From an optimization exercise on the open Yosys and OpenROAD flow, aimed at small area, a short achievable clock period and few clock cycles per item; shortcuts taken in it are not production practice.
RTL that was checked went through simulation tests only; none was proved equivalent to the original.
Power figures rest on the tool's default switching activity, not on a simulated workload.

## try-delta
## JAM
module JAM (
input CLK,
input RST,
output reg [2:0] W,
output reg [2:0] J,
input [6:0] Cost,
output reg [3:0] MatchCount,
output reg [9:0] MinCost,
output reg Valid );
export LEC_CHECK = 0
export CAP_MARGIN = 20
export CORE_MARGIN = 2
export CORE_UTILIZATION = 40
export CTS_CLUSTER_DIAMETER = 80
export CTS_CLUSTER_SIZE = 40
export SLEW_MARGIN = 20
create_clock -name core_clock -period 16.0 [get_ports {CLK}]
standard.sh (not shown) runs the stock make flow with config.mk's settings and CLKGATE_MAP_FILE= SYNTH_SCRIPT=/design/flow/synth_recipe.tcl, a recipe that flattens the netlist after the stock synthesis.
==> flow/flow/run.sh <==
#!/bin/bash
# Standard layout, with repair_timing aiming for more setup slack than the
# clock period needs (the SDC and the clock period are the design's), and
# plain buffers on the ports.
set -euo pipefail
bash standard.sh SETUP_SLACK_MARGIN=11.8 "BUFFER_PORTS_ARGS=-buffer_cell sky130_fd_sc_hd__buf_2" finish > standard_make.log 2>&1
try-delta ran to completion and came out clean on the timing, DRC and antenna checks.
#### Input delta (try-onyx over try-delta)
- CTS_CLUSTER_DIAMETER no longer set, was 80
- CTS_BUF_LIST now sky130_fd_sc_hd__clkbuf_4 sky130_fd_sc_hd__clkbuf_8, previously not set
- CTS_CLUSTER_SIZE no longer set, was 40
- CORE_UTILIZATION now 60, was 40
==> flow/run.sh (new file) <==
#!/bin/bash
# synth_recipe.tcl (not shown) runs the flow's synth.tcl, then flattens the netlist and writes it again
# the make line also repeats each setting of config.mk as NAME=value (left out here)
make -C /OpenROAD-flow-scripts/flow DESIGN_CONFIG=/design/flow/config.mk WORK_HOME=/design/flow/orfs CLKGATE_MAP_FILE= SYNTH_SCRIPT=/design/flow/synth_recipe.tcl finish
removed: flow/flow/run.sh
removed: flow/standard.sh
### Flow results
- Growth of design area from synthesis to finish was lower in the run labelled try-onyx.
- Measured against each other, try-onyx and try-delta differ in leakage power, the lower figure coming from try-delta.
- On try-onyx: final critical delay including setup and external delays is 0.46 ns higher than what try-delta gave.
- Final standard cell utilization of the core: try-onyx vs try-delta up 22 points
- For final non-filler cell total, dividing the value from try-delta by the value from try-onyx gives 1.09.
Here is what was changed in the inputs of try-cedar compared with try-onyx.
- clearing CTS_BUF_LIST, which used to be sky130_fd_sc_hd__clkbuf_4 sky130_fd_sc_hd__clkbuf_8
- swapping 60 for 40 in CORE_UTILIZATION
==> run notes <==
- Taking try-onyx as the reference, in try-cedar met2 demand-to-capacity share in global routing went down by 12 points, total power climbed 0.050 mW.
- [compare] base=try-onyx new=try-cedar: final critical path time including I/O delays and setup lost 0.044 ns; area growth from synthesis to layout increased by 1.5 points relative to the old numbers.
- Final cell area: try-cedar above try-onyx
Function was not checked in any run of this note: the RTL went through the layout flow alone.

========
The RTL this note starts from:
==> flow/design.v <==
module JAM (
input CLK,
input RST,
output reg [2:0] W,
output reg [2:0] J,
input [6:0] Cost,
output reg [3:0] MatchCount,
output reg [9:0] MinCost,
output reg Valid );
localparam [6:0] LAST = 7'd73;
reg [2:0] ph;
reg [6:0] step;
reg [2:0] yr, xr;           
reg [1:0] sF, sG;           
reg [111:0] Fm, Gm;         
reg [9:0] rom;              
always @(*) begin
    case (step)
        7'd0: rom = {3'd1, 3'd5, 2'd1, 2'd1};
        7'd1: rom = {3'd2, 3'd6, 2'd2, 2'd2};
        7'd2: rom = {3'd3, 3'd7, 2'd3, 2'd3};
        7'd3: rom = {3'd4, 3'd0, 2'd0, 2'd0};
        7'd4: rom = {3'd0, 3'd1, 2'd1, 2'd0};
        7'd5: rom = {3'd1, 3'd2, 2'd2, 2'd0};
        7'd6: rom = {3'd2, 3'd3, 2'd3, 2'd0};
        7'd7: rom = {3'd5, 3'd0, 2'd1, 2'd1};
        7'd8: rom = {3'd0, 3'd1, 2'd2, 2'd1};
        7'd9: rom = {3'd3, 3'd0, 2'd2, 2'd0};
        7'd10: rom = {3'd0, 3'd2, 2'd3, 2'd0};
        7'd11: rom = {3'd1, 3'd0, 2'd3, 2'd1};
        7'd12: rom = {3'd0, 3'd3, 2'd2, 2'd1};
        7'd13: rom = {3'd2, 3'd4, 2'd0, 2'd0};
        7'd14: rom = {3'd3, 3'd0, 2'd2, 2'd1};
        7'd15: rom = {3'd0, 3'd1, 2'd3, 2'd1};
        7'd16: rom = {3'd1, 3'd2, 2'd0, 2'd1};
        7'd17: rom = {3'd6, 3'd0, 2'd3, 2'd2};
        7'd18: rom = {3'd0, 3'd1, 2'd0, 2'd2};
        7'd19: rom = {3'd2, 3'd0, 2'd0, 2'd1};
        7'd20: rom = {3'd4, 3'd2, 2'd0, 2'd0};
        7'd21: rom = {3'd0, 3'd3, 2'd2, 2'd1};
        7'd22: rom = {3'd1, 3'd0, 2'd2, 2'd2};
        7'd23: rom = {3'd2, 3'd1, 2'd2, 2'd0};
        7'd24: rom = {3'd0, 3'd4, 2'd0, 2'd2};
        7'd25: rom = {3'd1, 3'd0, 2'd0, 2'd0};
        7'd26: rom = {3'd0, 3'd2, 2'd2, 2'd0};
        7'd27: rom = {3'd2, 3'd5, 2'd1, 2'd0};
        7'd28: rom = {3'd3, 3'd0, 2'd2, 2'd1};
        7'd29: rom = {3'd0, 3'd1, 2'd0, 2'd1};
        7'd30: rom = {3'd1, 3'd2, 2'd1, 2'd1};
        7'd31: rom = {3'd4, 3'd0, 2'd0, 2'd2};
        7'd32: rom = {3'd0, 3'd1, 2'd1, 2'd2};
        7'd33: rom = {3'd2, 3'd0, 2'd1, 2'd1};
        7'd34: rom = {3'd0, 3'd3, 2'd2, 2'd1};
        7'd35: rom = {3'd1, 3'd0, 2'd2, 2'd2};
        7'd36: rom = {3'd0, 3'd2, 2'd1, 2'd2};
        7'd37: rom = {3'd7, 3'd0, 2'd1, 2'd3};
        7'd38: rom = {3'd0, 3'd1, 2'd2, 2'd3};
        7'd39: rom = {3'd2, 3'd0, 2'd2, 2'd2};
        7'd40: rom = {3'd3, 3'd2, 2'd2, 2'd1};
        7'd41: rom = {3'd5, 3'd3, 2'd2, 2'd0};
        7'd42: rom = {3'd0, 3'd4, 2'd0, 2'd2};
        7'd43: rom = {3'd1, 3'd0, 2'd0, 2'd3};
        7'd44: rom = {3'd2, 3'd1, 2'd0, 2'd1};
        7'd45: rom = {3'd3, 3'd2, 2'd0, 2'd0};
        7'd46: rom = {3'd0, 3'd5, 2'd2, 2'd3};
        7'd47: rom = {3'd1, 3'd0, 2'd2, 2'd1};
        7'd48: rom = {3'd2, 3'd1, 2'd2, 2'd0};
        7'd49: rom = {3'd0, 3'd3, 2'd0, 2'd1};
        7'd50: rom = {3'd1, 3'd0, 2'd0, 2'd0};
        7'd51: rom = {3'd0, 3'd2, 2'd2, 2'd0};
        7'd52: rom = {3'd2, 3'd6, 2'd3, 2'd0};
        7'd53: rom = {3'd3, 3'd0, 2'd2, 2'd1};
        7'd54: rom = {3'd0, 3'd1, 2'd0, 2'd1};
        7'd55: rom = {3'd1, 3'd2, 2'd3, 2'd1};
        7'd56: rom = {3'd4, 3'd0, 2'd0, 2'd2};
        7'd57: rom = {3'd0, 3'd1, 2'd3, 2'd2};
        7'd58: rom = {3'd2, 3'd0, 2'd3, 2'd1};
        7'd59: rom = {3'd0, 3'd3, 2'd2, 2'd1};
        7'd60: rom = {3'd1, 3'd0, 2'd2, 2'd2};
        7'd61: rom = {3'd0, 3'd2, 2'd3, 2'd2};
        7'd62: rom = {3'd5, 3'd0, 2'd3, 2'd3};
        7'd63: rom = {3'd0, 3'd1, 2'd2, 2'd3};
        7'd64: rom = {3'd2, 3'd0, 2'd2, 2'd2};
        7'd65: rom = {3'd3, 3'd2, 2'd2, 2'd1};
        7'd66: rom = {3'd0, 3'd4, 2'd0, 2'd2};
        7'd67: rom = {3'd1, 3'd0, 2'd0, 2'd3};
        7'd68: rom = {3'd2, 3'd1, 2'd0, 2'd1};
        7'd69: rom = {3'd0, 3'd3, 2'd2, 2'd3};
        7'd70: rom = {3'd1, 3'd0, 2'd2, 2'd1};
        7'd71: rom = {3'd0, 3'd2, 2'd0, 2'd1};
        default: rom = {3'd0, 3'd4, 2'd0, 2'd0};
    endcase
end
wire [2:0] phn = ph + 3'd1;
wire [1:0] sn = (ph == 3'd7) ? rom[3:2] : phn[2] ? sG : sF;
wire [1:0] rn = sn - phn[1:0] - 2'd1;
reg [3:0] ldF, ldG;         
reg selA, selB, selC, selD;  
reg swB, swC;               
always @(posedge CLK or posedge RST) begin
    if (RST) begin
        ph <= 3'd7;
        step <= 7'h7f;
    end else begin
        ph <= phn;
        if (ph == 3'd7 && !Valid) step <= step + 7'd1;
    end
end
always @(posedge CLK) begin
    W <= {phn[2], rn};
    ldF <= phn[2] ? 4'd0 : (4'd1 << rn);
    ldG <= phn[2] ? (4'd1 << rn) : 4'd0;
    selA <= (phn <= 3'd2);
    selB <= (phn >= 3'd4) & (phn <= 3'd6);
    selC <= (phn >= 3'd3) & (phn <= 3'd6);
    selD <= (phn >= 3'd3);
    swB <= (phn[1:0] == 2'd2);
    swC <= phn[1];
    if (ph == 3'd3) J <= xr;
    if (ph == 3'd7) begin
        J <= rom[9:7];
        {yr, xr, sF, sG} <= rom;
    end
end
integer r, k;
always @(posedge CLK) begin
    for (r = 0; r < 4; r = r + 1)
        for (k = 0; k < 4; k = k + 1) begin
            Fm[(k*4+r)*7 +: 7] <= (k == r && ldF[r]) ? Cost : Fm[(((k+1)%4)*4+r)*7 +: 7];
            Gm[(k*4+r)*7 +: 7] <= (k == r && ldG[r]) ? Cost : Gm[(((k+1)%4)*4+r)*7 +: 7];
        end
end
wire [27:0] cA = selA ? Gm[27:0] : Fm[27:0];
wire [27:0] cB = selB ? (swB ? Fm[83:56] : Fm[55:28]) : (swB ? Gm[83:56] : Gm[55:28]);
wire [27:0] cC = selC ? (swC ? Fm[55:28] : Fm[83:56]) : (swC ? Gm[55:28] : Gm[83:56]);
wire [27:0] cD = selD ? Fm[111:84] : Gm[111:84];
function [8:0] pmin;        
    input [6:0] a0, b1, b0, a1;
    reg [7:0] u, v;
    begin
        u = a0 + b1;
        v = b0 + a1;
        pmin = {u == v, (u < v) ? u : v};
    end
endfunction
reg [8:0] q01ab, q23cd, q01cd, q23ab;
always @(posedge CLK) begin
    q01ab <= pmin(cA[6:0],   cB[13:7],  cB[6:0],   cA[13:7]);
    q23cd <= pmin(cC[20:14], cD[27:21], cD[20:14], cC[27:21]);
    q01cd <= pmin(cC[6:0],   cD[13:7],  cD[6:0],   cC[13:7]);
    q23ab <= pmin(cA[20:14], cB[27:21], cB[20:14], cA[27:21]);
end
wire [8:0] v1 = q01ab[7:0] + q23cd[7:0];
wire [8:0] v2 = q01cd[7:0] + q23ab[7:0];
wire [3:0] c1 = (q01ab[8] & q23cd[8]) ? 4'd4 : (q01ab[8] | q23cd[8]) ? 4'd2 : 4'd1;
wire [3:0] c2 = (q01cd[8] & q23ab[8]) ? 4'd4 : (q01cd[8] | q23ab[8]) ? 4'd2 : 4'd1;
reg [8:0] pv;
reg [3:0] pc;
always @(posedge CLK) begin
    pv <= (v1 < v2) ? v1 : v2;
    pc <= (v1 < v2) ? c1 : (v2 < v1) ? c2 : c1 + c2;
end
reg [8:0] acc;
reg [3:0] accc;
always @(posedge CLK) begin
    if (ph == 3'd6) begin
        acc <= pv;
        accc <= pc;
    end else if (ph == 3'd7 || ph == 3'd0) begin
        if (pv < acc) begin
            acc <= pv;
            accc <= pc;
        end else if (pv == acc) begin
            accc <= accc + pc;
        end
    end
end
wire [9:0] tot = acc + pv;
wire [7:0] cprod = accc * pc;
wire merge = (ph >= 3'd2) && (ph <= 3'd4) && (step >= 7'd4) && (step <= LAST) && !Valid;
wire first = (step == 7'd4) && (ph == 3'd2);
always @(posedge CLK) begin
    if (merge) begin
        if (first || tot < MinCost) begin
            MinCost <= tot;
            MatchCount <= cprod[3:0];
        end else if (tot == MinCost) begin
            MatchCount <= MatchCount + cprod[3:0];
        end
    end
end
always @(posedge CLK or posedge RST) begin
    if (RST) Valid <= 1'b0;
    else if (merge && step == LAST && ph == 3'd4) Valid <= 1'b1;
end
endmodule
export LEC_CHECK = 0
export CAP_MARGIN = 20
export CORE_MARGIN = 2
export CORE_UTILIZATION = 40
export CTS_CLUSTER_DIAMETER = 50
export CTS_CLUSTER_SIZE = 40
export SLEW_MARGIN = 20
create_clock -name core_clock -period 16.0 [get_ports {CLK}]
==> flow/flow/run.sh <==
#!/bin/bash
# Standard layout, with repair_timing aiming for more setup slack than the
# clock period needs (the SDC and the clock period are the design's), and
# plain buffers on the ports.
set -euo pipefail
bash standard.sh SETUP_SLACK_MARGIN=11.8 "BUFFER_PORTS_ARGS=-buffer_cell sky130_fd_sc_hd__buf_2" finish > standard_make.log 2>&1
Testbench counts at the start, summed over its fixed seeds: cycles 10,620, tables 18.
Edit:
==> flow/flow/run.sh (replaced) <==
#!/bin/bash
# Standard layout, with repair_timing aiming for more setup slack than the
# clock period needs (the SDC and the clock period are the design's), and
# plain buffers on the ports.
set -euo pipefail
bash standard.sh SETUP_SLACK_MARGIN=12.2 "BUFFER_PORTS_ARGS=-buffer_cell sky130_fd_sc_hd__buf_2" finish > standard_make.log 2>&1
- ABC_AREA: default -> 1
- CTS_CLUSTER_DIAMETER: 50 -> 60
- CTS_CLUSTER_SIZE: 40 -> 30
Effect: Total power barely changes. Clock-buffer cell count goes down by 3. Clock power falls by about 2%. Cell count came out higher by 18%.
Edit:
==> flow/flow/run.sh (replaced) <==
#!/bin/bash
# Standard layout, with repair_timing aiming for more setup slack than the
# clock period needs (the SDC and the clock period are the design's), and
# plain buffers on the ports.
set -euo pipefail
bash standard.sh SETUP_SLACK_MARGIN=11.8 "BUFFER_PORTS_ARGS=-buffer_cell sky130_fd_sc_hd__buf_2" finish > standard_make.log 2>&1
- ABC_AREA: 1 -> default
Non-clock buffer count shrinks by 14; die area grows by a few percent; core utilization shrinks by 1.2 points; clock-buffer cell count does not change; synthesized area grows by a few percent; maximum frequency shrinks slightly; clock power shrinks slightly; routed wire length shrinks by roughly a tenth.
Edit:
- ABC_AREA: default -> 1
Outcome: Total power shrinks by 0.55%. First-iteration DRC count increases by 69%. Combinational power drops by about 3.3%. Setup slack improved by 28 ps.
Edit:
- CORE_UTILIZATION: 40 -> 65
Outcome: Maximum frequency barely changes. Via count came out higher by about 2.6%. Total power came out lower by 1.8%. Synthesized area is unchanged. Design area came out lower by 2.0%. Cell count came out lower by about 8%. Critical path depth does not change. Setup slack gets better by 7.1 ps. Sequential power barely changes. Clock power came out lower by about 10%.

## port drivers added, routing unchanged
The flow's constraints put no driver on any port. The routed layouts listed below were extracted and timed again, unchanged, in two steps. Step 1 assumes that a clkbuf_16 drives the clock port and a buf_2 every other input. Step 2 also shifts input and output timing later by t, the mid clock arrival at the registers, as if the neighbouring blocks saw the same clock. Slacks: ideal / step 1 / step 2; pairs: ideal / step 1.
run	shift t [ns]	setup WS [ns]	worst setup path after step 2	pins driven straight from the clock port
try-delta	0.600	11.694 / 11.640 / 12.004	register to register	1
try-onyx	0.628	11.230 / 11.182 / 11.515	register to register	1
try-cedar	0.583	11.274 / 11.220 / 11.423	register to register	1
the first run of note 2	0.631	11.664 / 11.616 / 11.984	register to register	1
the second run of note 2	0.633	11.699 / 11.646 / 12.156	input to register	1
the third run of note 2	0.619	11.675 / 11.627 / 11.947	register to register	1
the fourth run of note 2	0.629	11.703 / 11.649 / 12.104	register to register	1
the fifth run of note 2	0.586	11.710 / 11.661 / 12.045	register to register	1
After both steps setup and hold are still met in every run listed.
